From an optimization exercise on the open Yosys and OpenROAD flow, aimed at small area; shortcuts taken in it are not production practice. RTL that was checked went through simulation tests only; none was proved equivalent to the original. Only the layout flow was run in runs 2 to 5; the RTL was not checked for function there. Power figures rest on the tool's default switching activity, not on a simulated workload.

===== config.mk =====
export PLATFORM = sky130hd
export DESIGN_NAME = fp_adder_top
export DESIGN_NICKNAME = fp_adder_top
export VERILOG_FILES = /design/flow/design.v
export SDC_FILE = /design/flow/constraint.sdc
export NUM_CORES = 4
export LEC_CHECK = 0
export CAP_MARGIN = 10
export CORE_MARGIN = 2
export CORE_UTILIZATION = 65
export CTS_BUF_LIST = sky130_fd_sc_hd__clkbuf_8
export SLEW_MARGIN = 10
export SYNTH_HIERARCHICAL = 1
export SYNTH_MINIMUM_KEEP_SIZE = 0

===== constraint.sdc =====
create_clock -name core_clock -period 15.0 [get_ports {clk}]
set_input_delay 3.0000 -clock core_clock [delete_from_list [all_inputs] [get_ports {clk}]]
set_output_delay 3.0000 -clock core_clock [all_outputs]
set_load 0.01 [all_outputs]

===== design.v =====
module fp_adder_top ( input  wire        clk,
                      input  wire [31:0] a,
                      input  wire [31:0] b,
                      output wire [31:0] s
                    );
  reg  [31:0] a_q, b_q, s_q;
  wire [31:0] s_d;
  always @(posedge clk) begin
    a_q <= a;
    b_q <= b;
    s_q <= s_d;
  end
  fp_adder u_add ( .a(a_q), .b(b_q), .s(s_d) );
  assign s = s_q;
endmodule

module fp_adder ( input  wire [31:0] a ,
                  input  wire [31:0] b ,
                  output wire [31:0] s
                );
wire [7:0]  ea = a[30:23], eb = b[30:23];
wire        sub = a[31] ^ b[31];
wire        hx  = |ea | |eb;            
wire        hy  = |ea & |eb;            
wire        special = ~(|ea[7:1] | |eb[7:1]) & (ea[0] ^ eb[0]);
wire [8:0]  dab = {1'b0, ea} - {1'b0, eb};
wire        ge = ~dab[8] & ((|dab[7:0]) | (a[22:0] >= b[22:0]));
wire [22:0] mxn, myn;
wire [7:0]  exn;
fpa_muxi #(.W(23)) u_mx (.a(a[22:0]), .b(b[22:0]), .s(ge), .sn(~ge), .y(mxn));
fpa_muxi #(.W(23)) u_my (.a(b[22:0]), .b(a[22:0]), .s(ge), .sn(~ge), .y(myn));
fpa_muxi #(.W(8))  u_ex (.a(ea), .b(eb), .s(ge), .sn(~ge), .y(exn));
wire [7:0]  ex = ~exn;
wire [4:0]  ng  = ~dab[4:0] + 5'd1;
wire        bign = ~((dab[8:5] == 4'b1111) & (|dab[4:0])) & (|dab);
wire [4:0]  d5  = ge ? dab[4:0] : ng;
wire        big = ge ? |dab[7:5] : bign;
wire [4:0]  sh  = special ? 5'd0 : (d5 | {5{big}});
wire        sgn = ge ? a[31] : b[31];
wire [25:0] al;
wire        sticky;
fpa_align u_aln (.mn({~hy, myn}), .sh(sh), .q(al), .sticky(sticky));
wire [27:0] u;
fpa_addsub u_add (.hx(hx), .mxn(mxn), .al(al), .sticky(sticky), .sub(sub), .u(u));
wire [4:0]  t;
fpa_lzcap u_lzc (.u(u), .ex(ex), .sub(sub), .t(t));
wire [27:0] rn;
wire        rovf, hp01;
wire [2:0]  tc;
fpa_pround u_prn (.u(u), .sub(sub), .ex(ex), .rn(rn), .rovf(rovf), .tc(tc), .hp01(hp01));
wire [27:0] n1;
fpa_norm u_nrm (.un(rn), .t(t), .n(n1));
wire [7:0]  e2;
fpa_final u_fin (.n26(n1[27]), .ex(ex), .t(t), .rovf(rovf), .tc(tc), .hp01(hp01), .e(e2));
assign s = {sgn, e2, n1[26:4]};
endmodule
module fpa_align ( input wire [23:0] mn, input wire [4:0] sh,
                   output wire [25:0] q, output wire sticky );
wire [4:0]  shn = ~sh;
wire [25:0] r1, r2n, r3, r4n;
fpa_sh #(.W(26), .S(1),  .INV(1), .ZL(2)) u_s1 (.d({mn, 2'b11}), .s(sh[0]), .sn(shn[0]), .q(r1));
fpa_sh #(.W(26), .S(2),  .INV(0), .ZL(1)) u_s2 (.d(r1),  .s(sh[1]), .sn(shn[1]), .q(r2n));
fpa_sh #(.W(26), .S(4),  .INV(1), .ZL(0)) u_s3 (.d(r2n), .s(sh[2]), .sn(shn[2]), .q(r3));
fpa_sh #(.W(26), .S(8),  .INV(0), .ZL(0)) u_s4 (.d(r3),  .s(sh[3]), .sn(shn[3]), .q(r4n));
fpa_sh #(.W(26), .S(16), .INV(1), .ZL(0)) u_s5 (.d(r4n), .s(sh[4]), .sn(shn[4]), .q(q));
assign sticky = (sh[1] & r1[1]) | (sh[2] & ~&r2n[3:0]) | (sh[3] & |r3[7:0]) | (sh[4] & ~&r4n[15:0]);
endmodule
module fpa_norm ( input wire [27:0] un, input wire [4:0] t, output wire [27:0] n );
wire [4:0]  tn = ~t;
wire [27:0] l1, l2n, l3, l4n;
fpa_sh #(.W(28), .S(1),  .INV(1), .LEFT(1), .ZL(2)) u_s1 (.d(un),  .s(t[0]), .sn(tn[0]), .q(l1));
fpa_sh #(.W(28), .S(2),  .INV(0), .LEFT(1), .ZL(2)) u_s2 (.d(l1),  .s(t[1]), .sn(tn[1]), .q(l2n));
fpa_sh #(.W(28), .S(4),  .INV(1), .LEFT(1), .ZL(2)) u_s3 (.d(l2n), .s(t[2]), .sn(tn[2]), .q(l3));
fpa_sh #(.W(28), .S(8),  .INV(0), .LEFT(1), .ZL(2)) u_s4 (.d(l3),  .s(t[3]), .sn(tn[3]), .q(l4n));
fpa_sh #(.W(28), .S(16), .INV(1), .LEFT(1), .ZL(2)) u_s5 (.d(l4n), .s(t[4]), .sn(tn[4]), .q(n));
endmodule
module fpa_sh #(parameter W = 26, parameter S = 1, parameter INV = 0,
                parameter LEFT = 0, parameter ZL = 0)
               ( input wire [W-1:0] d, input wire s, input wire sn, output wire [W-1:0] q );
genvar i;
generate for (i = 0; i < W; i = i + 1) begin : g_b
  localparam integer J = LEFT ? i - S : i + S;
  localparam HAS1 = (J >= 0) && (J < W) && (J >= ZL);
  localparam HAS0 = (i >= ZL);
  if (HAS1 && HAS0) begin : g_m
    fpa_aoi22 u (.a1(d[J]), .a2(s), .b1(d[i]), .b2(sn), .y(q[i]));
  end else if (HAS0) begin : g_0
    if (INV == 0) begin : g_t
      fpa_nand2 u (.a(d[i]), .b(sn), .y(q[i]));
    end else begin : g_i
      fpa_nor2 u (.a(d[i]), .b(s), .y(q[i]));
    end
  end else if (HAS1) begin : g_1
    if (INV == 0) begin : g_t
      fpa_nand2 u (.a(d[J]), .b(s), .y(q[i]));
    end else begin : g_i
      fpa_nor2 u (.a(d[J]), .b(sn), .y(q[i]));
    end
  end else begin : g_c
    assign q[i] = (INV == 0);
  end
end endgenerate
endmodule
module fpa_muxi #(parameter W = 1)
                 ( input wire [W-1:0] a, input wire [W-1:0] b, input wire s, input wire sn,
                   output wire [W-1:0] y );
genvar i;
generate for (i = 0; i < W; i = i + 1) begin : g_b
  fpa_aoi22 u (.a1(a[i]), .a2(s), .b1(b[i]), .b2(sn), .y(y[i]));
end endgenerate
endmodule
module fpa_aoi22 ( input wire a1, input wire a2, input wire b1, input wire b2, output wire y );
assign y = ~((a1 & a2) | (b1 & b2));
endmodule
module fpa_aoi21 ( input wire a1, input wire a2, input wire b, output wire y );
assign y = ~((a1 & a2) | b);
endmodule
module fpa_oai21 ( input wire a1, input wire a2, input wire b1, output wire y );
assign y = ~((a1 | a2) & b1);
endmodule
module fpa_nand2 ( input wire a, input wire b, output wire y );
assign y = ~(a & b);
endmodule
module fpa_nor2 ( input wire a, input wire b, output wire y );
assign y = ~(a | b);
endmodule
module fpa_addsub ( input wire hx, input wire [22:0] mxn, input wire [25:0] al,
                    input wire sticky, input wire sub,
                    output wire [27:0] u );
wire [27:0] aa = {1'b0, hx, ~mxn, 3'b000};
wire [27:0] bb = {1'b0, al, sticky} ^ {28{sub}};
wire [27:0] p = aa ^ bb, g = aa & bb;
wire [28:0] c;
assign c[0] = sub;
genvar i;
generate for (i = 0; i < 26; i = i + 2) begin : g_add
  assign u[i]   = p[i] ^ c[i];
  assign u[i+1] = p[i+1] ^ (g[i] | (p[i] & c[i]));
  assign c[i+2] = g[i+1] | (p[i+1] & g[i]) | (p[i+1] & p[i] & c[i]);
end endgenerate
assign u[26] = p[26] ^ c[26];
assign u[27] = (g[26] | (p[26] & c[26])) & ~sub;    
endmodule
module fpa_lzcap ( input wire [27:0] u, input wire [7:0] ex, input wire sub,
                   output wire [4:0] t );
wire [31:0] x = {u[27:2], 6'b100000};
wire [15:0] v1; wire [15:0] p1;
wire [7:0]  v2; wire [15:0] p2;
wire [3:0]  v3; wire [11:0] p3;
wire [1:0]  v4; wire [7:0]  p4;
genvar j;
generate for (j = 0; j < 16; j = j + 1) begin : l1
  assign v1[j] = x[2*j+1] | x[2*j];
  assign p1[j] = ~x[2*j+1];
end endgenerate
generate for (j = 0; j < 8; j = j + 1) begin : l2
  assign v2[j] = v1[2*j+1] | v1[2*j];
  assign p2[2*j+1:2*j] = v1[2*j+1] ? {1'b0, p1[2*j+1]} : {1'b1, p1[2*j]};
end endgenerate
generate for (j = 0; j < 4; j = j + 1) begin : l3
  assign v3[j] = v2[2*j+1] | v2[2*j];
  assign p3[3*j+2:3*j] = v2[2*j+1] ? {1'b0, p2[4*j+3:4*j+2]} : {1'b1, p2[4*j+1:4*j]};
end endgenerate
generate for (j = 0; j < 2; j = j + 1) begin : l4
  assign v4[j] = v3[2*j+1] | v3[2*j];
  assign p4[4*j+3:4*j] = v3[2*j+1] ? {1'b0, p3[6*j+5:6*j+3]} : {1'b1, p3[6*j+2:6*j]};
end endgenerate
wire [4:0] lz = v4[1] ? {1'b0, p4[7:4]} : {1'b1, p4[3:0]};
wire [7:0] cap = (sub && ex != 8'd0) ? ex : 8'd1;
wire       le  = (|cap[7:5]) | ~(lz > cap[4:0]);
assign t = le ? lz : cap[4:0];
endmodule
module fpa_pround ( input wire [27:0] u, input wire sub, input wire [7:0] ex,
                    output wire [27:0] rn, output wire rovf, output wire [2:0] tc,
                    output wire hp01 );
wire [27:0] r;
assign rn = ~r;
wire t0 = ~sub & u[27];
wire t1 = sub ? (u[26] | (ex[7:1] == 7'd0)) : ~u[27];
wire t2 = sub & ~u[26] & u[25] & (ex[7:1] != 7'd0);
wire rnd0 = u[3] & (u[2] | u[1] | u[4]);
wire rnd1 = u[2] & (u[1] | u[0] | u[3]);
wire rnd2 = u[1] & (u[0] | u[2]);
wire c2 = t2 & rnd2;
wire c3 = (u[2] & c2) | (t1 & rnd1);
wire c4 = (u[3] & c3) | (t0 & rnd0);
assign r[1:0] = u[1:0];
assign r[2] = u[2] ^ c2;
assign r[3] = u[3] ^ c3;
wire [23:0] x = u[27:4];
wire [5:0]  ag;
genvar i;
generate for (i = 0; i < 6; i = i + 1) begin : g_ag
  assign ag[i] = &x[4*i+3:4*i];
end endgenerate
wire [5:0]  pg;                         
assign pg[0] = ag[0];
assign pg[1] = ag[0] & ag[1];
assign pg[2] = pg[1] & ag[2];
assign pg[3] = pg[1] & ag[2] & ag[3];
assign pg[4] = pg[3] & ag[4];
assign pg[5] = pg[3] & ag[4] & ag[5];
wire [5:0]  gc = {pg[4:0], 1'b1} & {6{c4}};
generate for (i = 0; i < 24; i = i + 1) begin : g_bit
  if ((i % 4) == 0) begin : g0
    assign r[4+i] = x[i] ^ gc[i/4];
  end else begin : g1
    assign r[4+i] = x[i] ^ (gc[i/4] & (&x[i-1:(i/4)*4]));
  end
end endgenerate
assign rovf = (t0 & rnd0 & (&u[27:4])) | (t1 & rnd1 & (&u[26:3])) | (t2 & rnd2 & (&u[25:2]));
assign tc = {t2, t1, t0};
assign hp01 = t0 | (t1 & u[26]) | (t2 & u[25]);
endmodule
module fpa_final ( input wire n26, input wire [7:0] ex, input wire [4:0] t,
                   input wire rovf, input wire [2:0] tc, input wire hp01,
                   output wire [7:0] e );
wire        hp = hp01 | (~|tc & n26);
wire [7:0]  e2 = (ex + 8'd1 + rovf) - t;
assign e = e2 & {8{hp}};
endmodule

===== flow/run.sh =====
#!/bin/bash
# Layout flow: the standard ORFS flow with two changes:
#  - synthesis maps logic with the ABC script in flow/abc_area.script (ABC_AREA=1),
#  - port buffers are sky130_fd_sc_hd__buf_1.
# Each tool's output stays in orfs/logs/; make's own output goes to flow_make.log.
set -euo pipefail
F=$(pwd)
mkdir -p "$F/scripts"
for f in "$FLOW_HOME"/scripts/*; do ln -sf "$f" "$F/scripts/"; done
rm -f "$F/scripts/abc_area.script"
cp "$F/flow/abc_area.script" "$F/scripts/abc_area.script"
EXTRA=$(cat "$F/flow/extra_make_args" 2>/dev/null || true)
sed "s#\"\${@:-finish}\"#SCRIPTS_DIR=$F/scripts ABC_AREA=1 BUFFER_PORTS_ARGS='-buffer_cell sky130_fd_sc_hd__buf_1' $EXTRA \"\${@:-finish}\"#" standard.sh > "$F/my_standard.sh"
bash "$F/my_standard.sh" > "$F/flow_make.log" 2>&1

===== flow/abc_area.script =====
strash
&get -n
&st
&dch -f
&nf -R 1000 -p
&put

===== flow/extra_make_args =====
ADDER_MAP_FILE= SYNTH_INSBUF=0 SYNTH_OPERATIONS_ARGS=-noshare CTS_ARGS='-sink_clustering_enable -repair_clock_nets -buf_list sky130_fd_sc_hd__clkbuf_8 -dont_use_dummy_load -sink_clustering_size 24 -sink_clustering_max_diameter 80'

===== standard.sh =====
#!/bin/bash
# synth_recipe.tcl (not shown) runs the flow's synth.tcl, then flattens the netlist and writes it again
# the make line also repeats each setting of config.mk as NAME=value (left out here)
make -C /OpenROAD-flow-scripts/flow DESIGN_CONFIG=/design/flow/config.mk WORK_HOME=/design/flow/orfs CLKGATE_MAP_FILE= SYNTH_SCRIPT=/design/flow/synth_recipe.tcl "${@:-finish}"

==> results.txt, run 1 <==
- Worst hold slack: 0.609 ns
- Initial core utilization: 67.1%
- CP endpoint kind: register
- Chip width: 110 um
- All-Layer GR Usage: 31.4%
- Core Footprint: 10900 um2
- Setup slack after layout: 1.19 ns
- Initial antenna violation count: 0
- DIE AREA: 12100 um2
- Flop pwr share: 21.4%
- Post-DP HPWL: 14400 um
- Share of cells above drive strength 1: 5.15%
- Residual DRC: 0
- CTS sink count: 96
- Routed vias: 7629
- Gate Count Post-Synth: 922
- Gr ovfl total: 0
- Maxcap violations: 0
- Hold Path Depth: 1
- Placer congestion estimate: 0.988
- Worst-Skew Late Latency: 0.39 ns
- Clock transition at path regs: 0.09 ns
- Leakage: 3.00 nW
- Vias in the first global route: 6638
- First-pass GRT wire length: 30300 um
- Critical path type: reg2reg
- R2R Setup Slk: 1.19 ns
- Layout area overhead: 12.9%
- Worst Path Required: 15.29 ns
- Crit Path Max Fanout: 8
- CTS tree: built
- Fin crit share: 92.1%
- Detailed Route WL: 18900 um
- Longest Clk Path Bufs: 2
- Clock group share of total power: 8.5%
- Ant diodes: 0
- Hold_sp: a_q[31]$_DFF_P_
- Net switching power figure: 0.775 mW
- Worst hold endpoint: s_q[31]$_DFF_P_
- Final worst path period need: 13.81 ns
- Site Rows: 38
- Placement Setup Slack: -0.0433 ns
- Syn Std Cell Area: 7300 um2
- Status: timing/DRC/antenna clean
- Int Power: 0.786 mW
- Max VDD drop: 0.129 mV
- Pin count of the biggest net entering global routing: 62
- Worst R2R Start: b_q[23]$_DFF_P_
- Worst Skew: 0.0276 ns
- Final nets: 1116
- Vias per std cell: 6.42
- Avg Cell Area, Syn: 7.92 um2
- Fmax: 72.4 MHz
- Number of I/O pins: 97
- Routed WL per cell: 15.9 um
- Root Driver: clkbuf_8
- Most common cell after layout, fill and taps aside: a22oi_1
- Slew Viols, Final: 0
- Num CTS Buffers: 9
- PD cells: 189 nW/um2
- Hold WC Path Type: reg2reg
- Switching share of power: 49.6%
- Most frequent cells in the layout: 250 x a22oi_1, 96 x dfxtp_1, 96 x buf_1, 85 x xnor2_1, 76 x nor2_1
- Layout Cells excl Fill: 1189
- Die span in y: 110 um
- First DRT Iteration DRCs: 649
- Post-layout util: 75.7%
- Final setup viols: 0
- Slew margin rel.: 53.3%
- Slowest-stage cell, CP: maj3_1
- Number of H-tree levels: 3
- Worst-margin pin slew: 0.683 ns
- Critical path arrival: 14.10 ns
- Final Hold Vio Count: 0
- Placed cell count: 1176
- Antenna Violating Nets Remaining: 0
- Ys Warns: 7
- DRT Pass-1 Iters: 6
- Mapped Nets: 987
- IO buf count: 96
- Top cell by count, worst path: a22oi_1
- Hold_buf cts: 0
- Biggest cell delay along the critical path: 0.39 ns
- Worst R2R End: s_q[26]$_DFF_P_
- CP startpoint kind: register
- Logic pwr share: 70.1%
- Reg2Reg Depth: 70
- Total power: 1.56 mW
area by class of cell:
| type | count | area [um2] |
|---|---|---|
| multi-input cells | 792 | 5340 |
| repair inverters | 3 | 20.0 |
| inverters | 33 | 134 |
| flip-flops and latches | 96 | 1920 |
| clock buffers | 9 | 124 |
| repair buffers | 116 | 522 |
| fillers | 846 | 2650 |
| well taps | 140 | 175 |
layer usage:
layer | wire [um] | part of all wire (%) | vias up | GRT usage, %
met3 | 1030 | 5.4 | 48 | 4.23
met5 | 0 | 0 | - | 0
met2 | 9160 | 48 | 285 | 53.9
met1 | 8190 | 43 | 3515 | 39.3
li1 | - | - | 3781 | -
met4 | 548 | 2.9 | 0 | 13.0
state kept, by name, indices dropped and copies added, names as in the netlist:
signal  cells
a_q        32
s_q        32
b_q        32
stage by stage:
| step | setup TNS [ns] | instance area [um2] |
|---|---|---|
| after CTS | 0 | 8140 |
| final | 0 | 8240 |
| after floorplan | 0 | 7310 |
| after global placement | 0 | 8010 |
| after detailed placement | -0.0779 | 8010 |
| after global routing | -0.0964 | 8240 |
worst max-delay path by stage:
stage / startpoint / to / slack (ns) / depth (start not counted)
floorplan: b_q[23]$_DFF_P_ / s_q[26]$_DFF_P_ / 0.04 / 61
global placement: b_q[23]$_DFF_P_ / s_q[26]$_DFF_P_ / 0.64 / 68
detailed placement: b_q[23]$_DFF_P_ / s_q[26]$_DFF_P_ / -0.04 / 68
CTS: b_q[23]$_DFF_P_ / s_q[26]$_DFF_P_ / 0.14 / 68
global route: a_q[24]$_DFF_P_ / s_q[26]$_DFF_P_ / -0.05 / 70
finish: b_q[23]$_DFF_P_ / s_q[26]$_DFF_P_ / 1.19 / 70
worst max-delay path, delay by kind of cell, from the launching register on:
family | cells | cell delay, ns
compound gates | 33 | 6.35
xor+xnor | 2 | 0.37
buf+inv | 3 | 0.60
fa+ha+maj | 3 | 1.13
simple gates | 29 | 4.89
flops | 1 | 0.35
what timing repair did:
action / 4_1_cts / 5_1_grt
resized for setup: 1 / 26
pin swaps: 0 / 2
buffers inserted: 0 / 1
cloned: 0 / 3
endpoints found under the setup margin: 2 / 31
power groups by stage:
| stage | Clock [mW] | Combinational (mW) | Sequential [mW] |
|---|---|---|---|
| finish | 0.133 | 1.09 | 0.335 |
| global route | 0.141 | 1.21 | 0.344 |
| CTS | 0.135 | 1.05 | 0.335 |
| detailed placement | 0 | 1.05 | 0.341 |
| global placement | 0 | 1.03 | 0.339 |
| floorplan | 0 | 0.800 | 0.363 |
==> inputs of run 2 (changes only) <==
--- a/design.v
+++ b/design.v
@@ -118,6 +118,15 @@
 module fpa_oai21 ( input wire a1, input wire a2, input wire b1, output wire y );
 assign y = ~((a1 | a2) & b1);
 endmodule
+module fpa_and2 ( input wire a, input wire b, output wire y );
+assign y = a & b;
+endmodule
+module fpa_and3 ( input wire a, input wire b, input wire c, output wire y );
+assign y = a & b & c;
+endmodule
+module fpa_and4 ( input wire a, input wire b, input wire c, input wire d, output wire y );
+assign y = a & b & c & d;
+endmodule
 module fpa_nand2 ( input wire a, input wire b, output wire y );
 assign y = ~(a & b);
 endmodule
@@ -188,18 +197,17 @@
 assign r[2] = u[2] ^ c2;
 assign r[3] = u[3] ^ c3;
 wire [23:0] x = u[27:4];
-wire [5:0]  ag;
+wire [5:0]  ag, pg;                     
 genvar i;
 generate for (i = 0; i < 6; i = i + 1) begin : g_ag
-  assign ag[i] = &x[4*i+3:4*i];
-end endgenerate
-wire [5:0]  pg;                         
+  fpa_and4 u_a (.a(x[4*i]), .b(x[4*i+1]), .c(x[4*i+2]), .d(x[4*i+3]), .y(ag[i]));
+end endgenerate
 assign pg[0] = ag[0];
-assign pg[1] = ag[0] & ag[1];
-assign pg[2] = pg[1] & ag[2];
-assign pg[3] = pg[1] & ag[2] & ag[3];
-assign pg[4] = pg[3] & ag[4];
-assign pg[5] = pg[3] & ag[4] & ag[5];
+fpa_and2 u_p1 (.a(ag[0]), .b(ag[1]), .y(pg[1]));
+fpa_and2 u_p2 (.a(pg[1]), .b(ag[2]), .y(pg[2]));
+fpa_and3 u_p3 (.a(pg[1]), .b(ag[2]), .c(ag[3]), .y(pg[3]));
+fpa_and2 u_p4 (.a(pg[3]), .b(ag[4]), .y(pg[4]));
+fpa_and3 u_p5 (.a(pg[3]), .b(ag[4]), .c(ag[5]), .y(pg[5]));
 wire [5:0]  gc = {pg[4:0], 1'b1} & {6{c4}};
 generate for (i = 0; i < 24; i = i + 1) begin : g_bit
   if ((i % 4) == 0) begin : g0
@@ -208,7 +216,9 @@
     assign r[4+i] = x[i] ^ (gc[i/4] & (&x[i-1:(i/4)*4]));
   end
 end endgenerate
-assign rovf = (t0 & rnd0 & (&u[27:4])) | (t1 & rnd1 & (&u[26:3])) | (t2 & rnd2 & (&u[25:2]));
+wire        a22_0 = pg[4] & x[20] & x[21] & x[22];       
+assign rovf = (t0 & rnd0 & pg[5]) | (t1 & rnd1 & u[3] & a22_0) |
+              (t2 & rnd2 & u[3] & u[2] & pg[4] & x[20] & x[21]);
 assign tc = {t2, t1, t0};
 assign hp01 = t0 | (t1 & u[26]) | (t2 & u[25]);
 endmodule
==> flow/extra_make_args (replaced) <==
ADDER_MAP_FILE= SYNTH_INSBUF=0 SYNTH_OPERATIONS_ARGS=-noshare
==> run 2 against run 1 <==
Die area up 0.66%. Clock-buffer cell count rose by 1. Critical path depth fell by 8. Cell count grew 1.3%. Power rose by 2.3%. Synthesized cell count grew 0.65%. Sequential share of layout area is 0.26 points lower. Combinational power is essentially flat. Synthesized area grew 0.69%. Critical path type unchanged. Largest power group unchanged. Highest routed layer unchanged.
==> results.txt, run 2 <==
- Status: timing/DRC/antenna clean (unchanged)
- Initial core utilization: 67.2% (was 67.1%)
- Vias in the first global route: 6808 (was 6638)
- Gr ovfl total: 0 (unchanged)
- Mapped Nets: 993 (was 987)
- Share of cells above drive strength 1: 5.26% (was 5.15%)
- Gate Count Post-Synth: 928 (was 922)
- DRT met1 WL: 8250 um (was 8190 um)
- # fillers: 863 (was 846)
- Routed vias: 7836 (was 7629)
- Number of I/O pins: 97 (unchanged)
- DIE AREA: 12200 um2 (was 12100 um2)
- Post-DP HPWL: 15100 um (was 14400 um)
- Most common cell after layout, fill and taps aside: a22oi_1 (unchanged)
- Routed WL per cell: 16.4 um (was 15.9 um)
- CTS sink count: 96 (unchanged)
- Highest routed layer: met4 (unchanged)
- Critical path arrival: 14.00 ns (was 14.10 ns)
- Site Rows: 38 (unchanged)
- Avg Cell Area, Syn: 7.92 um2 (about the same)
- Met2 wire len: 9550 um (was 9160 um)
- Most frequent cells in the layout: 250 x a22oi_1, 96 x dfxtp_1, 96 x buf_1, 82 x xnor2_1, 77 x nor2_1 (was 250 x a22oi_1, 96 x dfxtp_1, 96 x buf_1, 85 x xnor2_1, 76 x nor2_1)
- Num CTS Buffers: 9 (unchanged)
- Hold WC Path Type: reg2reg (unchanged)
- Slew margin rel.: 48.2% (was 53.3%)
- Final nets: 1124 (was 1116)
- Core Footprint: 10900 um2 (about the same)
- Worst Skew: 0.0134 ns (was 0.0276 ns)
- Residual DRC: 0 (unchanged)
- Clock transition at path regs: 0.09 ns (about the same)
- Worst-Skew Late Latency: 0.40 ns (was 0.39 ns)
- Hold_buf cts: 0 (unchanged)
- Final Hold Vio Count: 0 (unchanged)
- Biggest cell delay along the critical path: 0.50 ns (was 0.39 ns)
- Placement Setup Slack: 0.162 ns (was -0.0433 ns)
- Slowest-stage cell, CP: or4_1 (was maj3_1)
- All-Layer GR Usage: 32.1% (was 31.4%)
- Root Driver: clkbuf_8 (unchanged)
- Worst R2R Start: a_q[24]$_DFF_P_ (was b_q[23]$_DFF_P_)
- Layout area overhead: 13.4% (was 12.9%)
- Final worst path period need: 13.67 ns (was 13.81 ns)
- Antenna Violating Nets Remaining: 0 (unchanged)
- Top Registers: a_q: 32 flops, b_q: 32 flops, s_q: 32 flops (unchanged)
- Top cell by count, worst path: a22oi_1 (unchanged)
- Number of H-tree levels: 3 (unchanged)
- Worst Path Required: 15.33 ns (was 15.29 ns)
- Chip width: 110 um (about the same)
- Worst-margin pin slew: 0.771 ns (was 0.683 ns)
- Longest Clk Path Bufs: 2 (unchanged)
- PD cells: 192 nW/um2 (was 189 nW/um2)
- Die span in y: 110 um (about the same)
- Ys Warns: 7 (unchanged)
- Detailed Route WL: 19700 um (was 18900 um)
- Total power: 1.60 mW (was 1.56 mW)
- Fmax: 73.1 MHz (was 72.4 MHz)
- Critical path type: reg2reg (unchanged)
- Pin count of the biggest net entering global routing: 64 (was 62)
- CP endpoint kind: register (unchanged)
- CTS tree: built (unchanged)
- Initial antenna violation count: 0 (unchanged)
- Fin crit share: 91.1% (was 92.1%)
- Met3 Routed Length: 1230 um (was 1030 um)
- Slew Viols, Final: 0 (unchanged)
- Setup slack after layout: 1.33 ns (was 1.19 ns)
- Maxcap violations: 0 (unchanged)
- Crit Path Max Fanout: 63 (was 8)
- Max VDD drop: 0.140 mV (was 0.129 mV)
- Final setup viols: 0 (unchanged)
- First DRT Iteration DRCs: 648 (was 649)
- Vias per std cell: 6.51 (was 6.42)
- DRT Pass-1 Iters: 5 (was 6)
- IO buf count: 96 (unchanged)
- Syn Std Cell Area: 7350 um2 (was 7300 um2)
- Leakage: 3.00 nW (about the same)
- Placer congestion estimate: 1.00 (was 0.988)
- CP startpoint kind: register (unchanged)
- First-pass GRT wire length: 30900 um (was 30300 um)
- Ant diodes: 0 (unchanged)
- Crit path launch: a_q[24]$_DFF_P_ (was b_q[23]$_DFF_P_)
- Hold_sp: a_q[31]$_DFF_P_ (unchanged)
==> run 2: repair_timing <==
action                                  4_1_cts  5_1_grt
endpoints found under the setup margin        0       31
resized for setup                             0       18
buffers inserted                              0        3
==> run 2: final timing paths <==
kind                                         to  slack [ns]  cells past startpoint
worst max-delay path            s_q[26]$_DFF_P_        1.33                     62
worst max register to register  s_q[26]$_DFF_P_        1.33                     62
worst min-delay path            s_q[31]$_DFF_P_        0.62                      1
worst min register to register  s_q[31]$_DFF_P_        0.62                      1
==> run 2: final cells by class <==
cell class	count	area [um2]	area share, %
multi-input cells	798	5360	64.3
flip-flops and latches	96	1920	23.1
repair buffers	116	517	6.20
well taps	140	175	2.10
inverters	34	149	1.79
clock buffers	10	138	1.65
clock inverters	6	43.8	0.526
repair inverters	4	27.5	0.330
==> run 2: where the power goes <==
group          internal [mW]  total [mW]  switching, mW
Clock                 0.0653       0.161         0.0955
Combinational          0.416        1.10          0.686
Sequential             0.315       0.335         0.0202
==> run 2: routing by layer <==
layer	vias up	global-route usage, %
met5	-	0
met4	0	12.5
met3	61	6.58
met2	326	56.8
met1	3636	37.9
li1	3813	-
==> run 2: through the flow <==
stage                     std cells  hold WS, ns  util, %  instance area (um2)  setup TNS [ns]
after floorplan                 928        0.455        -                 7360               0
after global placement         1180        0.575     73.5                 8040               0
after detailed placement       1180        0.609     73.5                 8040               0
after CTS                      1196        0.632     75.2                 8220               0
after global routing           1204        0.660     76.2                 8330       -0.000554
final                          1204        0.618     76.2                 8330               0
==> run 2: worst max-delay path, delay by kind of cell, from the launching register on <==
kind                     cells  cell delay (ns)
AO/OA/AOI/OAI               32             6.70
XOR/XNOR                     2             0.45
adder cells (fa/ha/maj)      2             0.77
AND/OR/NAND/NOR             20             3.63
buffers and inverters        5             1.14
flip-flops                   1             0.44
multiplexers                 1             0.43
==> inputs of run 3 (changes only) <==
--- a/design.v
+++ b/design.v
@@ -138,17 +138,23 @@
                     output wire [27:0] u );
 wire [27:0] aa = {1'b0, hx, ~mxn, 3'b000};
 wire [27:0] bb = {1'b0, al, sticky} ^ {28{sub}};
-wire [27:0] p = aa ^ bb, g = aa & bb;
-wire [28:0] c;
-assign c[0] = sub;
-genvar i;
-generate for (i = 0; i < 26; i = i + 2) begin : g_add
-  assign u[i]   = p[i] ^ c[i];
-  assign u[i+1] = p[i+1] ^ (g[i] | (p[i] & c[i]));
-  assign c[i+2] = g[i+1] | (p[i+1] & g[i]) | (p[i+1] & p[i] & c[i]);
-end endgenerate
-assign u[26] = p[26] ^ c[26];
-assign u[27] = (g[26] | (p[26] & c[26])) & ~sub;    
+assign u[0] = bb[0] ^ sub;
+assign u[1] = bb[1] ^ (bb[0] & sub);
+assign u[2] = bb[2] ^ (bb[1] & bb[0] & sub);
+wire [27:3] p = aa[26:3] ^ bb[26:3], g = aa[26:3] & bb[26:3];
+wire [27:3] c;                         
+assign c[3] = bb[2] & bb[1] & bb[0] & sub;
+genvar i;
+generate for (i = 3; i < 27; i = i + 1) begin : g_add
+  if ((i % 2) == 1) begin : g_t           
+    assign u[i] = p[i] ^ c[i];
+    fpa_aoi21 u_c (.a1(p[i]), .a2(c[i]), .b(g[i]), .y(c[i+1]));
+  end else begin : g_n                    
+    assign u[i] = ~(p[i] ^ c[i]);
+    fpa_oai21 u_c (.a1(~p[i]), .a2(c[i]), .b1(~g[i]), .y(c[i+1]));
+  end
+end endgenerate
+assign u[27] = c[27] & ~sub;           
 endmodule
 module fpa_lzcap ( input wire [27:0] u, input wire [7:0] ex, input wire sub,
                    output wire [4:0] t );
==> run 3 against run 2 <==
Still clean. Clock power is 8% higher. Global-route usage shrank 0.29 points. Setup slack gained 0.0099 ns. Sequential share of layout area down 0.30 points. Flip-flop and latch count is the same. Synthesized cell count down 1.7%. Largest cell class unchanged.
==> results.txt, run 3 <==
- Critical path type: reg2reg (unchanged)
- Crit Path Max Fanout: 28 (was 63)
- Detailed Route WL: 19100 um (was 19700 um)
- Initial core utilization: 66.7% (was 67.2%)
- Clock transition at path regs: 0.09 ns (about the same)
- Fin crit share: 91.1% (about the same)
- Hold WC Path Type: reg2reg (unchanged)
- First-pass GRT wire length: 30700 um (was 30900 um)
- Ant diodes: 0 (unchanged)
- Placement Setup Slack: 0.457 ns (was 0.162 ns)
- Maxcap violations: 0 (unchanged)
- IO buf count: 96 (unchanged)
- DP Area: 8110 um2 (was 8040 um2)
- Setup TNS: 0 ns (unchanged)
- Final worst path period need: 13.66 ns (was 13.67 ns)
- Die span in y: 110 um (about the same)
- Mapped Nets: 977 (was 993)
- Worst hold slack: 0.617 ns (was 0.618 ns)
- First DRT Iteration DRCs: 681 (was 648)
- Leakage: 3.15 nW (was 3.00 nW)
- Routed vias: 7673 (was 7836)
- Routed WL per cell: 15.9 um (was 16.4 um)
- Fmax: 73.2 MHz (was 73.1 MHz)
- Slew Viols, Final: 0 (unchanged)
- Vias in the first global route: 6822 (was 6808)
- CTS tree: built (unchanged)
- Chip width: 110 um (about the same)
- Gr ovfl total: 0 (unchanged)
- Worst-margin pin slew: 0.740 ns (was 0.771 ns)
- Most frequent cells in the layout: 241 x a22oi_1, 96 x dfxtp_1, 96 x buf_1, 89 x xor2_1, 78 x nor2_1 (was 250 x a22oi_1, 96 x dfxtp_1, 96 x buf_1, 82 x xnor2_1, 77 x nor2_1)
- Final Hold Vio Count: 0 (unchanged)
- Ys Warns: 7 (unchanged)
- Post-DP HPWL: 14500 um (was 15100 um)
- Final Instance Area: 8440 um2 (was 8330 um2)
- Worst R2R Start: b_q[23]$_DFF_P_ (was a_q[24]$_DFF_P_)
- Antenna Violating Nets Remaining: 0 (unchanged)
- Post-layout util: 77.9% (was 76.2%)
- CP startpoint kind: register (unchanged)
- Syn Std Cell Area: 7230 um2 (was 7350 um2)
- Number of I/O pins: 97 (unchanged)
- Share of cells above drive strength 1: 7.91% (was 5.26%)
- Top Registers: a_q: 32 flops, b_q: 32 flops, s_q: 32 flops (unchanged)
- Top cell by count, worst path: a21oi_1 (was a22oi_1)
- Hold_buf cts: 0 (unchanged)
- PD cells: 192 nW/um2 (about the same)
- Core Footprint: 10800 um2 (was 10900 um2)
- Setup slack after layout: 1.34 ns (was 1.33 ns)
- Avg Cell Area, Syn: 7.93 um2 (was 7.92 um2)
- Layout Cells excl Fill: 1202 (was 1204)
- Biggest cell delay along the critical path: 0.57 ns (was 0.50 ns)
- Longest Clk Path Bufs: 2 (unchanged)
- Number of H-tree levels: 3 (unchanged)
- DRT Pass-1 Iters: 5 (unchanged)
- Slowest-stage cell, CP: or4_1 (unchanged)
- CP endpoint kind: register (unchanged)
- Total power: 1.62 mW (was 1.60 mW)
- Worst R2R End: s_q[26]$_DFF_P_ (unchanged)
- Worst Skew: 0.00877 ns (was 0.0134 ns)
- Worst-Skew Late Latency: 0.38 ns (was 0.40 ns)
- Final nets: 1122 (was 1124)
- DIE AREA: 12000 um2 (was 12200 um2)
- Pin count of the biggest net entering global routing: 62 (was 64)
- Gate Count Post-Synth: 912 (was 928)
- Initial antenna violation count: 0 (unchanged)
- Reg2Reg Depth: 70 (was 62)
- Residual DRC: 0 (unchanged)
- Critical path arrival: 13.99 ns (was 14.00 ns)
- Worst Path Required: 15.33 ns (about the same)
- Placed cell count: 1183 (was 1180)
- Num CTS Buffers: 9 (unchanged)
- All-Layer GR Usage: 31.8% (was 32.1%)
- Placer congestion estimate: 0.942 (was 1.00)
- Vias per std cell: 6.38 (was 6.51)
- Status: timing/DRC/antenna clean (unchanged)
- Hold Path Depth: 1 (unchanged)
- Layout area overhead: 16.7% (was 13.4%)
- Hold_sp: a_q[31]$_DFF_P_ (unchanged)
- R2R Setup Slk: 1.34 ns (was 1.33 ns)
- Site Rows: 38 (unchanged)
- CTS sink count: 96 (unchanged)
- Slew margin rel.: 50.2% (was 48.2%)
- Final setup viols: 0 (unchanged)
- Max VDD drop: 0.168 mV (was 0.140 mV)
- Root Driver: clkbuf_8 (unchanged)
- Worst hold endpoint: s_q[31]$_DFF_P_ (unchanged)
- Most common cell after layout, fill and taps aside: a22oi_1 (unchanged)
## run 3: changes by cell type in the layout (fill, tap and decap cells not counted), sizes merged, moves of 3 or more
cell / previous run / this run
a21oi: 34 / 38
a31oi: 9 / 4
and2: 11 / 6
buf: 115 / 133
clkinvlp: 10 / 5
maj3: 9 / 3
nand2: 70 / 61
o21ai: 36 / 39
xnor2: 82 / 52
xor2: 62 / 90
## run 3: cell type report
class,count,area [um2]
Multi-Input combinational cell,780,5320
Fill cell,803,2400
Sequential cell,96,1920
Timing Repair Buffer,133,653
Tap cell,140,175
Inverter,35,151
Clock buffer,10,138
Clock inverter,6,66.3
Timing Repair inverter,2,15.0
## run 3: worst max-delay path, delay by kind of cell (launching register included)
| kind | cells | cell delay, ns |
|---|---|---|
| compound gates | 45 | 7.97 |
| xor+xnor | 2 | 0.37 |
| fa+ha+maj | 2 | 0.79 |
| buf+inv | 4 | 0.69 |
| flops | 1 | 0.35 |
| mux | 1 | 0.36 |
| simple gates | 16 | 3.08 |
## run 3: power by group
group	internal (mW)	total [mW]	switching (mW)
combinational	0.426	1.11	0.685
clock	0.0824	0.174	0.0917
sequential	0.314	0.335	0.0204
total	0.823	1.62	0.797
## run 3: worst max-delay path by stage
stage                          from         endpoint
floorplan           b_q[23]$_DFF_P_  s_q[26]$_DFF_P_
finish              b_q[23]$_DFF_P_  s_q[26]$_DFF_P_
CTS                 b_q[23]$_DFF_P_  s_q[26]$_DFF_P_
global placement    b_q[23]$_DFF_P_  s_q[30]$_DFF_P_
global route        a_q[24]$_DFF_P_  s_q[30]$_DFF_P_
detailed placement  b_q[23]$_DFF_P_  s_q[26]$_DFF_P_
## run 3: what timing repair did
item,CTS,global route
gates resized for setup,0,35
setup endpoints to repair,0,31
buffers inserted,0,1
## run 3: routing by layer
layer  vias up  global-route usage, %  share of wire [%]  routed length (um)
met5         -                      0                  0                   0
li1       3799                      -                  -                   -
met1      3593                   40.0                 43                8270
met3        47                   3.44                4.1                 793
met2       234                   54.8                 49                9370
met4         0                   13.9                3.6                 692
==> inputs of run 4 (changes only) <==
--- a/design.v
+++ b/design.v
@@ -138,23 +138,17 @@
                     output wire [27:0] u );
 wire [27:0] aa = {1'b0, hx, ~mxn, 3'b000};
 wire [27:0] bb = {1'b0, al, sticky} ^ {28{sub}};
-assign u[0] = bb[0] ^ sub;
-assign u[1] = bb[1] ^ (bb[0] & sub);
-assign u[2] = bb[2] ^ (bb[1] & bb[0] & sub);
-wire [27:3] p = aa[26:3] ^ bb[26:3], g = aa[26:3] & bb[26:3];
-wire [27:3] c;                         
-assign c[3] = bb[2] & bb[1] & bb[0] & sub;
-genvar i;
-generate for (i = 3; i < 27; i = i + 1) begin : g_add
-  if ((i % 2) == 1) begin : g_t           
-    assign u[i] = p[i] ^ c[i];
-    fpa_aoi21 u_c (.a1(p[i]), .a2(c[i]), .b(g[i]), .y(c[i+1]));
-  end else begin : g_n                    
-    assign u[i] = ~(p[i] ^ c[i]);
-    fpa_oai21 u_c (.a1(~p[i]), .a2(c[i]), .b1(~g[i]), .y(c[i+1]));
-  end
-end endgenerate
-assign u[27] = c[27] & ~sub;           
+wire [27:0] p = aa ^ bb, g = aa & bb;
+wire [28:0] c;
+assign c[0] = sub;
+genvar i;
+generate for (i = 0; i < 26; i = i + 2) begin : g_add
+  assign u[i]   = p[i] ^ c[i];
+  assign u[i+1] = p[i+1] ^ (g[i] | (p[i] & c[i]));
+  assign c[i+2] = g[i+1] | (p[i+1] & g[i]) | (p[i+1] & p[i] & c[i]);
+end endgenerate
+assign u[26] = p[26] ^ c[26];
+assign u[27] = (g[26] | (p[26] & c[26])) & ~sub;    
 endmodule
 module fpa_lzcap ( input wire [27:0] u, input wire [7:0] ex, input wire sub,
                    output wire [4:0] t );
--- a/flow/run.sh
+++ b/flow/run.sh
@@ -1,8 +1,9 @@
 #!/bin/bash
-# Layout flow: the standard ORFS flow with two changes:
-#  - synthesis maps logic with the ABC script in flow/abc_area.script (ABC_AREA=1),
-#  - port buffers are sky130_fd_sc_hd__buf_1.
-# Each tool's output stays in orfs/logs/; make's own output goes to flow_make.log.
+# Layout flow: the standard ORFS flow (standard.sh), with these changes:
+#  - synthesis maps each module with the ABC script flow/abc_area.script
+#    (ABC_AREA=1; the script replaces ORFS's abc_area.script in a scripts
+#    folder of links to ORFS's scripts),
+#  - port buffers are sky130_fd_sc_hd__buf_1,
 set -euo pipefail
 F=$(pwd)
 mkdir -p "$F/scripts"
==> flow/extra_make_args (replaced) <==
ADDER_MAP_FILE= SYNTH_INSBUF=0 SYNTH_OPERATIONS_ARGS=-noshare CTS_ARGS='-sink_clustering_enable -repair_clock_nets -buf_list sky130_fd_sc_hd__clkbuf_8 -dont_use_dummy_load'
--- a/config.mk
+++ b/config.mk
@@ -7,8 +7,8 @@
 export LEC_CHECK = 0
 export CAP_MARGIN = 10
 export CORE_MARGIN = 2
-export CORE_UTILIZATION = 65
-export CTS_BUF_LIST = sky130_fd_sc_hd__clkbuf_8
+export CORE_UTILIZATION = 55
+export SETUP_SLACK_MARGIN = -0.5
 export SLEW_MARGIN = 10
 export SYNTH_HIERARCHICAL = 1
 export SYNTH_MINIMUM_KEEP_SIZE = 0
==> run 4 against run 3 <==
Largest power group unchanged. Via count fell by 3.5%. Clock skew rose by 0.022 ns. Power fell by 4.3%. Highest routed layer unchanged. Cell area fell by 2.4%. Non-clock buffer count fell by 19. Wire length fell by 3.1%. Die area rose by 19%. First-iteration DRC count fell by 22%.
==> results.txt, run 4 <==
- CTS tree: built (unchanged)
- Met3 Routed Length: 765 um (was 793 um)
- Fmax: 71.3 MHz (was 73.2 MHz)
- Clock transition at path regs: 0.10 ns (was 0.09 ns)
- Initial core utilization: 56.0% (was 66.7%)
- Layout Cells excl Fill: 1226 (was 1202)
- Slew margin rel.: 47.4% (was 50.2%)
- Critical path type: reg2reg (unchanged)
- Cell family with most CP delay: compound AO/OA/AOI/OAI gates (unchanged)
- Worst Skew: 0.0313 ns (was 0.00877 ns)
- Die span in y: 120 um (was 110 um)
- DRT met1 WL: 8680 um (was 8270 um)
- Top cell by count, worst path: a22oi_1 (was a21oi_1)
- Worst hold slack: 0.615 ns (was 0.617 ns)
- Final Instance Area: 8240 um2 (was 8440 um2)
- Top Registers: a_q: 32 flops, b_q: 32 flops, s_q: 32 flops (unchanged)
- CTS sink count: 96 (unchanged)
- Vias in the first global route: 6483 (was 6822)
- Routed vias: 7404 (was 7673)
- Initial antenna violation count: 0 (unchanged)
- Site Rows: 42 (was 38)
- Num CTS Buffers: 9 (unchanged)
- Critical path arrival: 14.35 ns (was 13.99 ns)
- Pin count of the biggest net entering global routing: 56 (was 62)
- All-Layer GR Usage: 25.7% (was 31.8%)
- Setup TNS: 0 ns (unchanged)
- Placed cell count: 1217 (was 1183)
- Syn Std Cell Area: 7350 um2 (was 7230 um2)
- Slowest-stage cell, CP: clkinvlp_4 (was or4_1)
- Gate Count Post-Synth: 928 (was 912)
- Core Footprint: 13100 um2 (was 10800 um2)
- Longest Clk Path Bufs: 2 (unchanged)
- Layout area overhead: 12.1% (was 16.7%)
- First DRT Iteration DRCs: 530 (was 681)
- Met2 wire len: 8630 um (was 9370 um)
- Post-DP HPWL: 14600 um (was 14500 um)
- CP endpoint kind: register (unchanged)
- Root Driver: clkbuf_8 (unchanged)
- Antenna Violating Nets Remaining: 0 (unchanged)
- Gr ovfl total: 0 (unchanged)
- Worst Path Required: 15.32 ns (was 15.33 ns)
- Residual DRC: 0 (unchanged)
- DRT Pass-1 Iters: 6 (was 5)
- Most frequent cells in the layout: 250 x a22oi_1, 96 x dfxtp_1, 96 x buf_1, 82 x xnor2_1, 77 x nor2_1 (was 241 x a22oi_1, 96 x dfxtp_1, 96 x buf_1, 89 x xor2_1, 78 x nor2_1)
- Post-CTS Setup Bufs: 0 (unchanged)
- Mapped Nets: 993 (was 977)
- Number of I/O pins: 97 (unchanged)
- Avg Cell Area, Syn: 7.92 um2 (was 7.93 um2)
- DP Area: 8090 um2 (was 8110 um2)
- Final worst path period need: 14.03 ns (was 13.66 ns)
- Hold WC Path Type: reg2reg (unchanged)
- Max VDD drop: 0.0689 mV (was 0.168 mV)
- Hold_buf cts: 0 (unchanged)
- Placer congestion estimate: 0.943 (was 0.942)
- Slew Viols, Final: 0 (unchanged)
- Post-layout util: 62.7% (was 77.9%)
- Fin crit share: 93.6% (was 91.1%)
- DIE AREA: 14300 um2 (was 12000 um2)
- Detailed Route WL: 18500 um (was 19100 um)
- PD cells: 188 nW/um2 (was 192 nW/um2)
- Placement Setup Slack: 0.449 ns (was 0.457 ns)
- Setup slack after layout: 0.966 ns (was 1.34 ns)
- Routed WL per cell: 15.1 um (was 15.9 um)
- Vias per std cell: 6.04 (was 6.38)
- Chip width: 120 um (was 110 um)
- Maxcap violations: 0 (unchanged)
- Final nets: 1117 (was 1122)
- Total power: 1.55 mW (was 1.62 mW)
- CP startpoint kind: register (unchanged)
- Status: timing/DRC/antenna clean (unchanged)
- Share of cells above drive strength 1: 3.52% (was 7.91%)
- Ys Warns: 7 (unchanged)
- Leakage: 2.95 nW (was 3.15 nW)
- First-pass GRT wire length: 30500 um (was 30700 um)
- Worst-margin pin slew: 0.788 ns (was 0.740 ns)
- Final Hold Vio Count: 0 (unchanged)
- Highest routed layer: met4 (unchanged)
- Biggest cell delay along the critical path: 0.57 ns (about the same)
- Ant diodes: 0 (unchanged)
- Most common cell after layout, fill and taps aside: a22oi_1 (unchanged)
- Crit Path Max Fanout: 55 (was 28)
- Number of H-tree levels: 3 (unchanged)
- Worst-Skew Late Latency: 0.38 ns (about the same)
- Final setup viols: 0 (unchanged)
- IO buf count: 96 (unchanged)
- Crit path buffers/inverters: 4 (unchanged)
## run 4: power breakdown
part	switching (mW)	internal [mW]	leakage (nW)	total [mW]
Combinational	0.667	0.414	2.08	1.08
Clock	0.0800	0.0539	0.0647	0.134
Sequential	0.0196	0.315	0.810	0.334
## run 4: final timing paths
check,start,end,slack [ns],cells past startpoint
setup reg to reg,b_q[23]$_DFF_P_,s_q[26]$_DFF_P_,0.97,60
setup / recovery,b_q[23]$_DFF_P_,s_q[26]$_DFF_P_,0.97,60
hold reg to reg,a_q[31]$_DFF_P_,s_q[31]$_DFF_P_,0.61,1
hold / removal,a_q[31]$_DFF_P_,s_q[31]$_DFF_P_,0.61,1
## run 4: layout make-up
cell class / count / area (um2)
well taps: 176 / 220
repair buffers: 114 / 495
fillers: 1267 / 4900
inverters: 34 / 140
flip-flops and latches: 96 / 1920
clock buffers: 9 / 124
multi-input cells: 797 / 5340
## run 4: timing repair
item / CTS / global route
setup endpoints to repair: 0 / 26
gates resized for setup: 0 / 8
hold endpoints to repair: 0 / 0
## run 4: per-layer routing
layer | vias to the layer above | GRT usage, %
met2 | 222 | 43.1
li1 | 3781 | -
met1 | 3364 | 33.9
met5 | - | 0
met4 | 0 | 8.60
met3 | 37 | 3.85
==> inputs of run 5 (changes only) <==
--- a/config.mk
+++ b/config.mk
@@ -8,6 +8,7 @@
 export CAP_MARGIN = 10
 export CORE_MARGIN = 2
 export CORE_UTILIZATION = 55
+export GPL_ROUTABILITY_DRIVEN = 0
 export SETUP_SLACK_MARGIN = -0.5
 export SLEW_MARGIN = 10
 export SYNTH_HIERARCHICAL = 1
==> run 5 against run 4 <==
Still clean on timing, DRC and antenna. Die area unchanged. Power up 0.19%. Clock skew up 0.0023 ns. Hold slack got worse by 0.011 ns. Maximum frequency is 0.19% lower. Sequential power is essentially flat. Critical path depth up 2. Non-clock buffer count is 1 higher. Clock power hardly changed. Critical path type unchanged. Critical endpoint unchanged.
==> results.txt, run 5 <==
- Status: timing/DRC/antenna clean (unchanged)
- Longest Clk Path Bufs: 2 (unchanged)
- Core Footprint: 13100 um2 (unchanged)
- Pin count of the biggest net entering global routing: 55 (was 56)
- Top Registers: a_q: 32 flops, b_q: 32 flops, s_q: 32 flops (unchanged)
- Slew Viols, Final: 0 (unchanged)
- First-pass GRT wire length: 29700 um (was 30500 um)
- Worst-Skew Late Latency: 0.39 ns (was 0.38 ns)
- CTS tree: built (unchanged)
- Clock transition at path regs: 0.10 ns (about the same)
- Worst-margin pin slew: 0.694 ns (was 0.788 ns)
- DIE AREA: 14300 um2 (unchanged)
- Final Instance Area: 8240 um2 (about the same)
- Gate Count Post-Synth: 928 (unchanged)
- Final setup viols: 0 (unchanged)
- Avg Cell Area, Syn: 7.92 um2 (unchanged)
- All-Layer GR Usage: 25.1% (was 25.7%)
- Slew margin rel.: 53.3% (was 47.4%)
- Detailed Route WL: 18400 um (was 18500 um)
- Slowest-stage cell, CP: clkinvlp_4 (unchanged)
- Ant diodes: 0 (unchanged)
- Routed WL per cell: 15.0 um (was 15.1 um)
- PD cells: 188 nW/um2 (about the same)
- Antenna Violating Nets Remaining: 0 (unchanged)
- Ys Warns: 7 (unchanged)
- Final Hold Vio Count: 0 (unchanged)
- Mapped Nets: 993 (unchanged)
- Initial core utilization: 56.0% (unchanged)
- Worst Skew: 0.0336 ns (was 0.0313 ns)
- Setup slack after layout: 0.939 ns (was 0.966 ns)
- Most frequent cells in the layout: 250 x a22oi_1, 96 x dfxtp_1, 96 x buf_1, 82 x xnor2_1, 77 x nor2_1 (unchanged)
- Critical path type: reg2reg (unchanged)
- Fin crit share: 93.7% (was 93.6%)
- Gr ovfl total: 0 (unchanged)
- Worst hold slack: 0.604 ns (was 0.615 ns)
- Post-DP HPWL: 14400 um (was 14600 um)
- Syn Std Cell Area: 7350 um2 (unchanged)
- Post-CTS Setup Bufs: 0 (unchanged)
- Layout Cells excl Fill: 1227 (was 1226)
- CP startpoint kind: register (unchanged)
- Most common cell after layout, fill and taps aside: a22oi_1 (unchanged)
- Share of cells above drive strength 1: 3.71% (was 3.52%)
- Worst Path Required: 15.28 ns (was 15.32 ns)
- Final worst path period need: 14.06 ns (was 14.03 ns)
- Crit path buffers/inverters: 8 (was 4)
- Site Rows: 42 (unchanged)
- CTS sink count: 96 (unchanged)
- IO buf count: 96 (unchanged)
- Top cell by count, worst path: o21ai_0 (was a22oi_1)
- First DRT Iteration DRCs: 569 (was 530)
- Critical path arrival: 14.34 ns (was 14.35 ns)
- Maxcap violations: 0 (unchanged)
- Routed vias: 7387 (was 7404)
- Max VDD drop: 0.0616 mV (was 0.0689 mV)
- CP endpoint kind: register (unchanged)
- Residual DRC: 0 (unchanged)
- Hold WC Path Type: reg2reg (unchanged)
- Number of H-tree levels: 3 (unchanged)
- Cell family with most CP delay: compound AO/OA/AOI/OAI gates (unchanged)
- Vias in the first global route: 6452 (was 6483)
- Vias per std cell: 6.02 (was 6.04)
- Initial antenna violation count: 0 (unchanged)
- DP Area: 8100 um2 (was 8090 um2)
- Layout area overhead: 12.2% (was 12.1%)
- Placed cell count: 1218 (was 1217)
- Placement Setup Slack: 0.539 ns (was 0.449 ns)
- Biggest cell delay along the critical path: 0.56 ns (was 0.57 ns)
- Leakage: 2.96 nW (was 2.95 nW)
- Fmax: 71.1 MHz (was 71.3 MHz)
- Root Driver: clkbuf_8 (unchanged)
- DRT Pass-1 Iters: 7 (was 6)
- Crit Path Max Fanout: 53 (was 55)
- Final nets: 1118 (was 1117)
- Number of I/O pins: 97 (unchanged)
- Total power: 1.55 mW (about the same)
- Num CTS Buffers: 9 (unchanged)
- Die span in y: 120 um (unchanged)
- Chip width: 120 um (unchanged)
[run 5: path summary, 6_finish.rpt]
path,end,depth (start not counted),start,slack (ns)
min reg2reg,s_q[31]$_DFF_P_,1,a_q[31]$_DFF_P_,0.60
max reg2reg,s_q[26]$_DFF_P_,62,a_q[24]$_DFF_P_,0.94
min,s_q[31]$_DFF_P_,1,a_q[31]$_DFF_P_,0.60
max,s_q[26]$_DFF_P_,62,a_q[24]$_DFF_P_,0.94
[run 5: cell type report]
cell class / count / area (um2)
Tap cell: 176 / 220
Sequential cell: 96 / 1920
Fill cell: 1261 / 4890
Inverter: 34 / 140
Multi-Input combinational cell: 797 / 5340
Timing Repair Buffer: 115 / 503
Clock buffer: 9 / 124
[run 5: repair_timing]
action | CTS | global route
hold buffers | 0 | 0
setup endpoints to repair | 0 | 8
resized for setup | 0 | 6
[run 5: routing by layer]
layer	GRT usage [%]	share of wire, %	vias to the layer above
met4	7.87	2.3	0
met5	0	0	-
met2	43.0	47	190
met1	32.3	46	3367
met3	4.09	4.1	35
li1	-	-	3795
[run 5: where the power goes]
group          total [mW]  switching (mW)  internal, mW
registers           0.334          0.0198         0.315
logic                1.08           0.670         0.414
clock network       0.134          0.0800        0.0538
[run 5: metrics by stage]
stage | util, % | setup TNS (ns)
final | 62.8 | 0
after global routing | 62.8 | -3.01
after CTS | 62.6 | 0
after detailed placement | 61.7 | 0
after global placement | 61.7 | 0
after floorplan | - | -1.86
==> inputs of run 6 (changes only) <==
--- a/design.v
+++ b/design.v
@@ -118,15 +118,6 @@
 module fpa_oai21 ( input wire a1, input wire a2, input wire b1, output wire y );
 assign y = ~((a1 | a2) & b1);
 endmodule
-module fpa_and2 ( input wire a, input wire b, output wire y );
-assign y = a & b;
-endmodule
-module fpa_and3 ( input wire a, input wire b, input wire c, output wire y );
-assign y = a & b & c;
-endmodule
-module fpa_and4 ( input wire a, input wire b, input wire c, input wire d, output wire y );
-assign y = a & b & c & d;
-endmodule
 module fpa_nand2 ( input wire a, input wire b, output wire y );
 assign y = ~(a & b);
 endmodule
@@ -197,17 +188,18 @@
 assign r[2] = u[2] ^ c2;
 assign r[3] = u[3] ^ c3;
 wire [23:0] x = u[27:4];
-wire [5:0]  ag, pg;                     
+wire [5:0]  ag;
 genvar i;
 generate for (i = 0; i < 6; i = i + 1) begin : g_ag
-  fpa_and4 u_a (.a(x[4*i]), .b(x[4*i+1]), .c(x[4*i+2]), .d(x[4*i+3]), .y(ag[i]));
-end endgenerate
+  assign ag[i] = &x[4*i+3:4*i];
+end endgenerate
+wire [5:0]  pg;                         
 assign pg[0] = ag[0];
-fpa_and2 u_p1 (.a(ag[0]), .b(ag[1]), .y(pg[1]));
-fpa_and2 u_p2 (.a(pg[1]), .b(ag[2]), .y(pg[2]));
-fpa_and3 u_p3 (.a(pg[1]), .b(ag[2]), .c(ag[3]), .y(pg[3]));
-fpa_and2 u_p4 (.a(pg[3]), .b(ag[4]), .y(pg[4]));
-fpa_and3 u_p5 (.a(pg[3]), .b(ag[4]), .c(ag[5]), .y(pg[5]));
+assign pg[1] = ag[0] & ag[1];
+assign pg[2] = pg[1] & ag[2];
+assign pg[3] = pg[1] & ag[2] & ag[3];
+assign pg[4] = pg[3] & ag[4];
+assign pg[5] = pg[3] & ag[4] & ag[5];
 wire [5:0]  gc = {pg[4:0], 1'b1} & {6{c4}};
 generate for (i = 0; i < 24; i = i + 1) begin : g_bit
   if ((i % 4) == 0) begin : g0
@@ -216,9 +208,7 @@
     assign r[4+i] = x[i] ^ (gc[i/4] & (&x[i-1:(i/4)*4]));
   end
 end endgenerate
-wire        a22_0 = pg[4] & x[20] & x[21] & x[22];       
-assign rovf = (t0 & rnd0 & pg[5]) | (t1 & rnd1 & u[3] & a22_0) |
-              (t2 & rnd2 & u[3] & u[2] & pg[4] & x[20] & x[21]);
+assign rovf = (t0 & rnd0 & (&u[27:4])) | (t1 & rnd1 & (&u[26:3])) | (t2 & rnd2 & (&u[25:2]));
 assign tc = {t2, t1, t0};
 assign hp01 = t0 | (t1 & u[26]) | (t2 & u[25]);
 endmodule
--- a/config.mk
+++ b/config.mk
@@ -7,8 +7,7 @@
 export LEC_CHECK = 0
 export CAP_MARGIN = 10
 export CORE_MARGIN = 2
-export CORE_UTILIZATION = 55
-export GPL_ROUTABILITY_DRIVEN = 0
+export CORE_UTILIZATION = 60
 export SETUP_SLACK_MARGIN = -0.5
 export SLEW_MARGIN = 10
 export SYNTH_HIERARCHICAL = 1
==> run 6 against run 5 <==
Non-clock buffer count up 1. Flip-flop and latch count unchanged. Register-to-register slack better by 0.03 ns. Largest cell class unchanged. Synthesized area down 0.68%. Combinational power about the same. Sequential share of layout area up 0.15 points. Die area down 8.7%. Core utilization up 5.7 points. Critical endpoint unchanged. Cell area down 0.64%. Global-route usage up 3.4 points.
==> results.txt, run 6 <==
- Status: timing/DRC/antenna clean (unchanged)
- CP startpoint kind: register (unchanged)
- Vias per std cell: 6.24 (was 6.02)
- Slew Viols, Final: 0 (unchanged)
- Residual DRC: 0 (unchanged)
- Routed vias: 7445 (was 7387)
- Worst Skew: 0.0315 ns (was 0.0336 ns)
- Fmax: 71.3 MHz (was 71.1 MHz)
- CTS tree: built (unchanged)
- Clock group share of total power: 8.6% (about the same)
- First-pass GRT wire length: 30300 um (was 29700 um)
- Leakage: 2.99 nW (was 2.96 nW)
- Net switching power figure: 0.762 mW (was 0.770 mW)
- Critical path type: reg2reg (unchanged)
- Ys Warns: 7 (unchanged)
- Placer congestion estimate: 0.987
- Slew margin rel.: 56.1% (was 53.3%)
- Mapped Nets: 987 (was 993)
- Top cell by count, worst path: a22oi_1 (was o21ai_0)
- Chip width: 114 um (was 120 um)
- Final Hold Vio Count: 0 (unchanged)
- Setup slack after layout: 0.973 ns (was 0.939 ns)
- Worst-margin pin slew: 0.653 ns (was 0.694 ns)
- Longest Clk Path Bufs: 2 (unchanged)
- CP endpoint kind: register (unchanged)
- Placement Setup Slack: 0.0979 ns (was 0.539 ns)
- DIE AREA: 13100 um2 (was 14300 um2)
- Int Power: 0.785 mW (was 0.782 mW)
- All-Layer GR Usage: 28.5% (was 25.1%)
- # fillers: 1063 (was 1261)
- Biggest cell delay along the critical path: 0.39 ns (was 0.56 ns)
- Worst-Skew Late Latency: 0.39 ns (about the same)
- Share of cells above drive strength 1: 4.20% (was 3.71%)
- Flop pwr share: 21.6% (was 21.5%)
- Logic pwr share: 69.8% (about the same)
- Detailed Route WL: 18400 um (about the same)
- Clock transition at path regs: 0.10 ns (about the same)
- Number of H-tree levels: 3 (unchanged)
- Vias in the first global route: 6545 (was 6452)
- First DRT Iteration DRCs: 588 (was 569)
- Crit Path Max Fanout: 12 (was 53)
- Core Footprint: 12000 um2 (was 13100 um2)
- Initial antenna violation count: 0 (unchanged)
- Final setup viols: 0 (unchanged)
- Slowest-stage cell, CP: maj3_1 (was clkinvlp_4)
- Maxcap violations: 0 (unchanged)
- Total power: 1.55 mW (about the same)
- Syn Std Cell Area: 7300 um2 (was 7350 um2)
- Initial core utilization: 61.0% (was 56.0%)
- Num CTS Buffers: 9 (unchanged)
- Hold WC Path Type: reg2reg (unchanged)
- Die span in y: 114 um (was 120 um)
- Post-DP HPWL: 14300 um (was 14400 um)
- Final worst path period need: 14.03 ns (was 14.06 ns)
- IO buf count: 96 (unchanged)
- Final nets: 1114 (was 1118)
- Gate Count Post-Synth: 922 (was 928)
- CTS sink count: 96 (unchanged)
- Pin count of the biggest net entering global routing: 57 (was 55)
- Antenna Violating Nets Remaining: 0 (unchanged)
- Ant diodes: 0 (unchanged)
- Cell family with most CP delay: compound AO/OA/AOI/OAI gates (unchanged)
- Number of I/O pins: 97 (unchanged)
- Switching share of power: 49.3% (was 49.6%)
- Avg Cell Area, Syn: 7.92 um2 (about the same)
- Crit path buffers/inverters: 3 (was 8)
- Gr ovfl total: 0 (unchanged)
- Routed WL per cell: 15.4 um (was 15.0 um)
- Fin crit share: 93.5% (was 93.7%)
- Max VDD drop: 0.0691 mV (was 0.0616 mV)
- Root Driver: clkbuf_8 (unchanged)
- Post-CTS Setup Bufs: 0 (unchanged)
- Most common cell after layout, fill and taps aside: a22oi_1 (unchanged)
- Worst Path Required: 15.34 ns (was 15.28 ns)
- Layout area overhead: 12.2% (about the same)
- DRT Pass-1 Iters: 6 (was 7)
- PD cells: 189 nW/um2 (was 188 nW/um2)
- Most frequent cells in the layout: 250 x a22oi_1, 96 x dfxtp_1, 96 x buf_1, 85 x xnor2_1, 77 x nor2_1 (was 250 x a22oi_1, 96 x dfxtp_1, 96 x buf_1, 82 x xnor2_1, 77 x nor2_1)
- Top Registers: a_q: 32 flops, b_q: 32 flops, s_q: 32 flops (unchanged)
- Critical path arrival: 14.36 ns (was 14.34 ns)
- Site Rows: 40 (was 42)
==> run 6: changes by cell type in the layout (fill, tap and decap cells not counted), moves of 2 or more <==
| cell | delta |
|---|---|
| nand3_1 | +3 |
| and4_1 | -6 |
| nor2b_1 | -4 |
| nand2_1 | -9 |
| a21o_1 | +3 |
| nor2b_2 | +2 |
| xnor2_1 | +3 |
| a21oi_1 | +4 |
| a31oi_1 | -2 |
| xor2_1 | -6 |
| o21ai_0 | -3 |
| o21ai_1 | +5 |
| a31o_1 | -5 |
| and3_1 | +2 |
==> run 6: path summary, 6_finish.rpt <==
path	from	end	slack [ns]	cells after the start
max reg2reg	b_q[23]$_DFF_P_	s_q[26]$_DFF_P_	0.97	70
min reg2reg	a_q[31]$_DFF_P_	s_q[31]$_DFF_P_	0.60	1
min	a_q[31]$_DFF_P_	s_q[31]$_DFF_P_	0.60	1
max	b_q[23]$_DFF_P_	s_q[26]$_DFF_P_	0.97	70
==> run 6: power groups by stage <==
| stage | logic, mW | registers [mW] | clock network (mW) |
|---|---|---|---|
| 6_report | 1.08 | 0.334 | 0.132 |
| 5_1_grt | 1.21 | 0.342 | 0.145 |
| 4_1_cts | 1.05 | 0.335 | 0.137 |
| 3_5_place_dp | 1.05 | 0.341 | 0 |
| 3_3_place_gp | 1.04 | 0.340 | 0 |
| 2_1_floorplan | 0.799 | 0.363 | 0 |
==> run 6: worst reg2reg max path, delay by kind of cell (launching register included) <==
family          cells  cell delay [ns]
xor+xnor            2             0.33
flops               1             0.35
simple gates       29             4.90
buf+inv             3             0.62
fa+ha+maj           3             1.15
compound gates     33             6.62
==> run 6: routing by layer <==
layer / share of wire [%] / vias up / GRT usage, %
met5: 0 / - / 0
met2: 46 / 248 / 48.0
met3: 4.3 / 56 / 3.23
li1: - / 3765 / -
met4: 3.6 / 0 / 13.3
met1: 46 / 3376 / 36.5
==> run 6: cell type report <==
| cell class | instances | area (um2) | area share [%] |
|---|---|---|---|
| sequential | 96 | 1920 | 23.5 |
| inverter | 33 | 133 | 1.62 |
| tap | 147 | 184 | 2.25 |
| clock buffer | 9 | 124 | 1.51 |
| timing repair buffer | 116 | 510 | 6.23 |
| multi-input combinational | 792 | 5310 | 64.8 |
| timing repair inverter | 1 | 7.51 | 0.0916 |
==> run 6: what timing repair did <==
action	CTS	global route
hold buffers	0	0
endpoints found under the setup margin	0	29
resized for setup	0	16
==> run 6: through the flow <==
| stage | area [um2] | setup TNS [ns] | utilization, % | cells | hold slack [ns] |
|---|---|---|---|---|---|
| after floorplan | 7310 | -1.65 | - | 922 | 0.455 |
| after global placement | 8020 | 0 | 67.1 | 1184 | 0.574 |
| after detailed placement | 8020 | 0 | 67.1 | 1184 | 0.581 |
| after CTS | 8150 | 0 | 68.1 | 1193 | 0.606 |
| after global routing | 8190 | -3.88 | 68.5 | 1194 | 0.626 |
| final | 8190 | 0 | 68.5 | 1194 | 0.596 |

[afterwards: timing with drivers on the ports]
In the flow no input, the clock included, has a driving cell. The finished layouts below were timed again as built, in two steps. Step 1 assumes that a clkbuf_16 drives the clock port and a buf_2 every other input. Step 2, shift: input delay + t, output delay - t, t = (earliest + latest rising clock arrival at the registers) / 2. This alone moves slack from input paths to output paths. a / b / c = ideal / step 1 / step 2; a / b = the first two.
run	t (ns)	setup slack, ns	latest minus earliest clock arrival (ns)
run 1	0.410	1.187 / 1.187 / 1.187	0.028 / 0.028
run 2	0.423	1.329 / 1.329 / 1.329	0.014 / 0.013
run 3	0.414	1.339 / 1.339 / 1.339	0.009 / 0.008
run 4	0.407	0.966 / 0.966 / 0.966	0.032 / 0.032
run 5	0.412	0.939 / 0.939 / 0.939	0.034 / 0.034
run 6	0.415	0.973 / 0.973 / 0.973	0.031 / 0.031
After both steps setup and hold are still met in every run listed.
